Context: an optimization exercise on an open-source flow, tuned for small area. The choices shown serve that exercise and are no tape-out recipe.
The RTL was checked by simulation tests, not by an equivalence proof against the original design.
Power and IR drop assume default switching activity.

==> design/flow/design.v <==
module frequency_divider #(parameter N = 16, TAPS = 3, INV = 0, RST = 0) (
  input wire clk,
  input wire rst,   
  input wire wrap,
  output reg [N-1:0] q
);
always @(posedge clk)
  if (rst)
    q <= RST;
  else if (wrap)
    q <= 0;
  else
    q <= {~q[N-2:0], (^(q & TAPS[N-1:0])) ^ INV[0]};
endmodule
module music_box (
  input wire clk,  
  input wire rst,  
  output reg speaker_out
);
reg [5:0] n64;    
reg [1:0] m3;     
reg [4:0] note_counter;
always @(posedge clk) begin
  if (rst) begin
    n64 <= 0;
    m3 <= 0;
  end else begin
    n64 <= n64 + 1'b1;
    m3 <= {m3[0] & ~m3[1], ~m3[1]};
  end
end
wire [13:0] tq;
wire t_wrap = tq[0] & ~tq[1] & ~tq[2] & ~tq[3] & tq[4] & tq[5] & tq[6] & tq[8] & tq[9] & ~tq[10] & ~tq[11] & ~tq[12] & ~tq[13];
wire note_tick = t_wrap & n64[0] & n64[1] & n64[2] & n64[3] & n64[4] & n64[5] & m3[0] & ~m3[1];
frequency_divider #(.N(14), .TAPS(14'b10010001000001), .INV(0), .RST(14'd24)) NOTE_TIMER (.clk(clk), .rst(rst), .wrap(t_wrap), .q(tq));
always @(posedge clk)
  if (rst) note_counter <= 0;
  else if (note_tick) note_counter <= note_counter + 1'b1;
wire [15:0] qC;
reg tC;
wire wC = qC[0] & ~qC[1] & qC[2] & ~qC[3] & qC[4] & qC[5] & ~qC[7] & ~qC[9] & ~qC[10] & ~qC[11] & ~qC[12] & ~qC[13] & qC[14] & ~qC[15];
wire hC = qC[0] & qC[1] & ~qC[2] & qC[3] & ~qC[4] & qC[5] & qC[6] & qC[7] & ~qC[8] & qC[10] & ~qC[12] & qC[13] & ~qC[15];
wire eC = wC;
frequency_divider #(.N(16), .TAPS(16'b1000000001000000), .INV(0), .RST(16'd0)) OUTC (.clk(clk), .rst(rst), .wrap(wC), .q(qC));
always @(posedge clk) tC <= ~rst & ~eC & (tC | hC);
wire [15:0] qD;
reg tD;
wire wD = qD[0] & ~qD[1] & ~qD[3] & ~qD[4] & ~qD[5] & qD[6] & qD[8] & qD[9] & ~qD[10] & qD[11] & qD[12] & qD[14] & qD[15];
wire hD = qD[0] & qD[1] & ~qD[2] & qD[3] & ~qD[4] & qD[5] & qD[6] & qD[7] & ~qD[8] & qD[10] & ~qD[12] & qD[13] & ~qD[15];
wire eD = wD;
frequency_divider #(.N(16), .TAPS(16'b1000000001000000), .INV(0), .RST(16'd0)) OUTD (.clk(clk), .rst(rst), .wrap(wD), .q(qD));
always @(posedge clk) tD <= ~rst & ~eD & (tD | hD);
wire [12:0] qE;
reg tE;
wire wE = qE[1] & qE[2] & qE[3] & ~qE[4] & qE[5] & qE[6] & qE[7] & ~qE[9] & ~qE[10] & qE[11] & qE[12];
wire hE = ~qE[1] & ~qE[2] & qE[3] & qE[4] & qE[5] & qE[6] & ~qE[7] & qE[8] & qE[9] & qE[11] & ~qE[12] & n64[0] & m3[0] & ~m3[1];
wire eE = wE;
frequency_divider #(.N(13), .TAPS(13'b1000100000000), .INV(0), .RST(13'd0)) OUTE (.clk(clk), .rst(rst), .wrap(wE), .q(qE));
always @(posedge clk) tE <= ~rst & ~eE & (tE | hE);
wire [13:0] qF;
reg tF;
wire wF = qF[0] & ~qF[1] & ~qF[3] & qF[4] & ~qF[6] & qF[7] & ~qF[8] & qF[9] & qF[10] & qF[11] & ~qF[12] & ~qF[13];
wire hF = qF[0] & ~qF[2] & ~qF[3] & ~qF[4] & ~qF[5] & qF[6] & qF[8] & ~qF[9] & ~qF[10] & qF[11] & qF[12] & ~qF[13] & m3[0] & ~m3[1];
wire eF = wF;
frequency_divider #(.N(14), .TAPS(14'b10000000000001), .INV(0), .RST(14'd0)) OUTF (.clk(clk), .rst(rst), .wrap(wF), .q(qF));
always @(posedge clk) tF <= ~rst & ~eF & (tF | hF);
wire [11:0] qG;
reg tG;
wire wG = qG[1] & qG[2] & qG[3] & ~qG[4] & qG[6] & ~qG[7] & ~qG[8] & qG[9] & ~qG[10] & qG[11];
wire hG = qG[0] & ~qG[1] & qG[2] & ~qG[3] & qG[4] & ~qG[5] & qG[11] & n64[0] & n64[1] & ~m3[0];
wire eG = wG & n64[0] & m3[1];
frequency_divider #(.N(12), .TAPS(12'b100000000001), .INV(0), .RST(12'd0)) OUTG (.clk(clk), .rst(rst), .wrap(wG), .q(qG));
always @(posedge clk) tG <= ~rst & ~eG & (tG | hG);
wire [11:0] qA;
reg tA;
wire wA = qA[0] & ~qA[1] & qA[2] & qA[3] & ~qA[5] & qA[6] & qA[7] & qA[8] & qA[9] & ~qA[11];
wire hA = qA[0] & ~qA[1] & qA[2] & qA[3] & ~qA[5] & qA[6] & qA[7] & ~qA[10] & ~qA[11] & n64[0] & n64[1] & n64[2];
wire eA = wA & n64[0] & n64[1];
frequency_divider #(.N(12), .TAPS(12'b100010000011), .INV(0), .RST(12'd0)) OUTA (.clk(clk), .rst(rst), .wrap(wA), .q(qA));
always @(posedge clk) tA <= ~rst & ~eA & (tA | hA);
wire [14:0] qAS;
reg tAS;
wire wAS = ~qAS[0] & qAS[1] & ~qAS[2] & ~qAS[3] & qAS[4] & qAS[6] & qAS[7] & qAS[8] & qAS[9] & ~qAS[10] & qAS[11] & qAS[12] & ~qAS[14];
wire hAS = ~qAS[0] & qAS[3] & ~qAS[4] & qAS[5] & ~qAS[6] & qAS[7] & qAS[11] & ~qAS[12] & qAS[13] & ~qAS[14];
wire eAS = wAS;
frequency_divider #(.N(15), .TAPS(15'b100000001000000), .INV(0), .RST(15'd0)) OUTAS (.clk(clk), .rst(rst), .wrap(wAS), .q(qAS));
always @(posedge clk) tAS <= ~rst & ~eAS & (tAS | hAS);
wire [7:0] qC5;
reg tC5;
wire wC5 = qC5[0] & qC5[1] & qC5[2] & qC5[4] & qC5[5] & qC5[6] & qC5[7];
wire hC5 = ~qC5[1] & qC5[2] & ~qC5[3] & ~qC5[5] & ~qC5[6] & n64[0] & n64[1] & n64[2] & n64[3] & n64[4] & ~m3[0];
wire eC5 = wC5 & n64[0] & n64[3] & n64[4] & m3[1];
frequency_divider #(.N(8), .TAPS(8'b11000110), .INV(0), .RST(8'd0)) OUTC5 (.clk(clk), .rst(rst), .wrap(wC5), .q(qC5));
always @(posedge clk) tC5 <= ~rst & ~eC5 & (tC5 | hC5);
always @(posedge clk) begin
  if (rst)
    speaker_out <= 0;
  else
  case (note_counter)
    0: speaker_out <= tC;
    1: speaker_out <= tC;
    2: speaker_out <= tD;
    3: speaker_out <= tC;
    4: speaker_out <= tF;
    5: speaker_out <= tE;
    6: speaker_out <= tC;
    7: speaker_out <= tC;
    8: speaker_out <= tD;
    9: speaker_out <= tC;
    10: speaker_out <= tG;
    11: speaker_out <= tF;
    12: speaker_out <= tC;
    13: speaker_out <= tC;
    14: speaker_out <= tC5;
    15: speaker_out <= tA;
    16: speaker_out <= tF;
    17: speaker_out <= tE;
    18: speaker_out <= tD;
    19: speaker_out <= tAS;
    20: speaker_out <= tAS;
    21: speaker_out <= tA;
    22: speaker_out <= tF;
    23: speaker_out <= tG;
    24: speaker_out <= tF;
    default: speaker_out <= 0;  
  endcase
end
endmodule
==> design/flow/run.sh <==
#!/bin/bash
# synth_recipe.tcl (not shown) runs the flow's synth.tcl, then flattens the netlist and writes it again
# the make line also repeats each setting of config.mk as NAME=value (left out here)
make -C /OpenROAD-flow-scripts/flow DESIGN_CONFIG=/design/flow/config.mk WORK_HOME=/design/flow/orfs CLKGATE_MAP_FILE= SYNTH_SCRIPT=/design/flow/synth_recipe.tcl finish
==> design/flow/config.mk <==
export PLATFORM = sky130hd
export DESIGN_NAME = music_box
export DESIGN_NICKNAME = music_box
export VERILOG_FILES = /design/flow/design.v
export SDC_FILE = /design/flow/constraint.sdc
export NUM_CORES = 4
export LEC_CHECK = 0
export CAP_MARGIN = 20
export CORE_MARGIN = 2
export CORE_UTILIZATION = 40
export SLEW_MARGIN = 20
==> design/flow/constraint.sdc <==
create_clock -name core_clock -period 83.333 [get_ports {clk}]
set_input_delay 16.6666 -clock core_clock [delete_from_list [all_inputs] [get_ports {clk}]]
set_output_delay 16.6666 -clock core_clock [all_outputs]
set_load 0.01 [all_outputs]
==> impl_metrics.ini <==
[status]
status = timing/DRC/antenna clean

[floorplanning]
dieArea_um2 = 12300
core.rowCount = 39
pin_count = 3
core_area_um2 = 11300
initial_core_util_pct = 40.5
die_x_um = 111
die_h_um = 111

[sta]
finalCritPeriodShare_pct = 21.7
rsz0062_at_grt = false
drv_slew = 0
min_period_ns = 18.09
setup_tns_ns = 0
timing.fmax_mhz = 55.3
hold_viol_final = 0
finalClockSkew_ns = 0.00766
setup_viol = 0
worstMarginPinSlew_ns = 0.718
slew_headroom_pct = 52.2

[critical_path]
slowest_delay_ns = 0.55
startpoint_type = input pin
crit_fanout = 72
r2r_slack_ns = 81.46
arrival_ns = 18.36
rr_endpoint = note_counter[4]
crit_chain = buf_2, buf_4, inv_1, o21ai_1, nor2_1
required_ns = 83.60
critPathCaptureType = flip-flop
path_class = in2reg
crit_family = buffers and inverters
rr_startpoint = n64[0]
path_buf_inv = 3
critPathSlowestCell = buf_4
r2r.worst_path.cells = 4

[grt]
track_usage_pct = 13.6
grt_pass1_wl_um = 13600
grt.overflow.total = 0
antenna_found_initial = 0
grt_pass1_vias = 2978
grt_max_degree = 73

[synthesis]
synth_warnings = 9
synth_edf_count = 0
synth_cell_types = 46
synthTopCellsByArea = dfxtp_1 (62%), nor2_1 (11%), xnor2_1 (3.2%), nor4bb_1 (2.0%), ha_1 (1.9%)
syn_area_um2 = 4580
synthesis.nets = 462
synthArstFlopShare_pct = 0
yosysTopAreaCellShare_pct = 62.0
syn_inst = 453
synth_flop_cell = dfxtp_1
synth_seq_cells = 142
avgSynthCellArea_um2 = 10.1
yosysSeqAreaShare_pct = 62.0
yosysTopAreaCell = dfxtp_1

[worst_hold_path]
min_to = NOTE_TIMER.q[8]
min_path_cells = 1
hold_path.class = reg2reg
hold_start = NOTE_TIMER.q[7]

[power_and_ir_drop]
p_leak_uw = 0.00210
ir_drop_mv = 0.0191
power_uw = 169
powerDensity_nw_per_um2 = 31.2

[layout]
area_delta_synth_final_pct = 17.9
layout_common_cells = dfxtp_1 (142), nor2_1 (133), xnor2_1 (17), clkbuf_16 (17)
final_layout_size_suffix_gt1_share_pct = 8.69
layout.nets = 469
diodes = 0
final_common_cell = dfxtp_1
design_area_um2 = 5400

[drt]
drtAntennaViolNets = 0
drt_iter0_drc = 162
routedWlPerCell_um = 12.9
via_count = 3059
dr.pass1.iters = 4
avgViaCountPerCell = 4.97
totalWireLength_um = 7930
drt_drc_violations_left = 0

[cts]
cts_buffers = 17
cts_sinks = 142
clk-insertion-delay-late_ns = 0.41
postCtsHoldBufs = 0
cts_buffer_depth = 2
cts_tree = yes
path_clk_slew_ns = 0.06
postCtsSetupBuffers = 0
htreeDepth = 4
post_cts_resized = 0
cts-root-buf = clkbuf_16

[placement]
place_area_um2 = 4730
place.gp.congestion = 0.783
port_buffers = 2
dp.final_hpwl_um = 5060

[job]
cap_violations = 0
## registers in the layout (all words and copies together), names as in the netlist, 12 cells and up
name,count
OUTG.q,12
OUTE.q,13
OUTAS.q,15
OUTF.q,14
OUTA.q,12
OUTC.q,16
NOTE_TIMER.q,14
OUTD.q,16
## power breakdown
| part | leakage (µW) | internal (µW) | total [µW] | switching (µW) |
|---|---|---|---|---|
| Clock | 0.000321 | 56.3 | 84.7 | 28.4 |
| Sequential | 0.00118 | 73.2 | 76.7 | 3.55 |
| Combinational | 0.000592 | 3.59 | 7.15 | 3.55 |
## how the worst max path moves through the flow
stage | slack, ns | endpoint | cells past startpoint | startpoint
finish | 65.24 | tF | 5 | rst
global route | 65.03 | tF | 5 | rst
CTS | 65.23 | tF | 5 | rst
detailed placement | 64.85 | OUTF.q[7] | 5 | rst
global placement | 64.89 | OUTF.q[0] | 5 | rst
floorplan | 65.76 | OUTD.q[13] | 4 | rst
## worst register-to-register path: stages, from the launching register on
cell and delay [ns]:
dfxtp_1 0.47, and3_1 0.32, nand3_1 0.28, or4_1 0.55
a21oi_1 0.17
## synthesized netlist by cell type, drive strengths merged, types with 2 or more instances
library cell and number:
o21ai 10, nor4bb 9, a31oi 3, nor2 133, mux2i 2, nand3b 7
dfxtp 142, nor4b 6, nor3 5, o41ai 2, and2 4, o31ai 4
and4b 3, a41oi 4, nand4 6, or4 3, and3 2, buf 6
xnor2 17, nor4 6, ha 7, nand4b 4, nor2b 2, inv 7
a21oi 11, nand2 12, nand2b 2, nand3 12, clkbuf 10
## area by class of cell
class | instances | area [µm²]
clock buffer | 18 | 429
clock inverter | 13 | 236
fill | 1041 | 5920
inverter | 7 | 26.3
multi-input combinational | 288 | 1660
sequential | 142 | 2840
tap | 143 | 179
timing repair buffer | 4 | 30.0
## cell families after synthesis
family	synth area share (%)
AOI/OAI and AO/OA	5.87
xor gates and xnor gates	3.44
adders and majority gates	1.91
buffers and inverters	1.91
DFF	62.0
muxes	0.437
and+or+nand+nor	24.4
## metal layers
layer	up-vias	global-route usage [%]	wire (µm)
met5	-	0	0
met4	0	5.43	106
met3	10	4.92	316
li1	1553	-	-
met1	1461	17.6	3920
met2	35	20.9	3590
## metrics by stage
stage	util, %	setup slack (ns)	hold slack (ns)	instances
final	47.7	65.24	0.381	615
after global routing	47.7	65.03	0.385	615
after CTS	47.7	65.23	0.383	615
after detailed placement	41.8	64.85	0.374	584
after global placement	41.8	64.89	0.374	584
after floorplan	-	65.76	0.368	453

==> re-timing with driven ports <==
The results above use ideal ports. As a check the final layout listed here was re-extracted and re-timed, cells and wires unchanged. Step 1, drivers: a clkbuf_16 drives clk and a buf_2 each remaining input, both assumed. Step 2, shift: input delay + t, output delay - t, t = (earliest + latest rising clock arrival at the registers) / 2. This alone moves slack from input paths to output paths. a / b / c = ideal ports / drivers / drivers and shift; a / b = the first two.
t (ns): 0.445
setup slack, ns: 65.242 / 65.256 / 64.811
worst data-port slew with drivers (ns): 0.03
cell pins on the clock port's net: 1
After both steps setup and hold are still met in this run. The setup slack of this run moves by +0.014 ns with the drivers and by -0.431 ns with both steps.
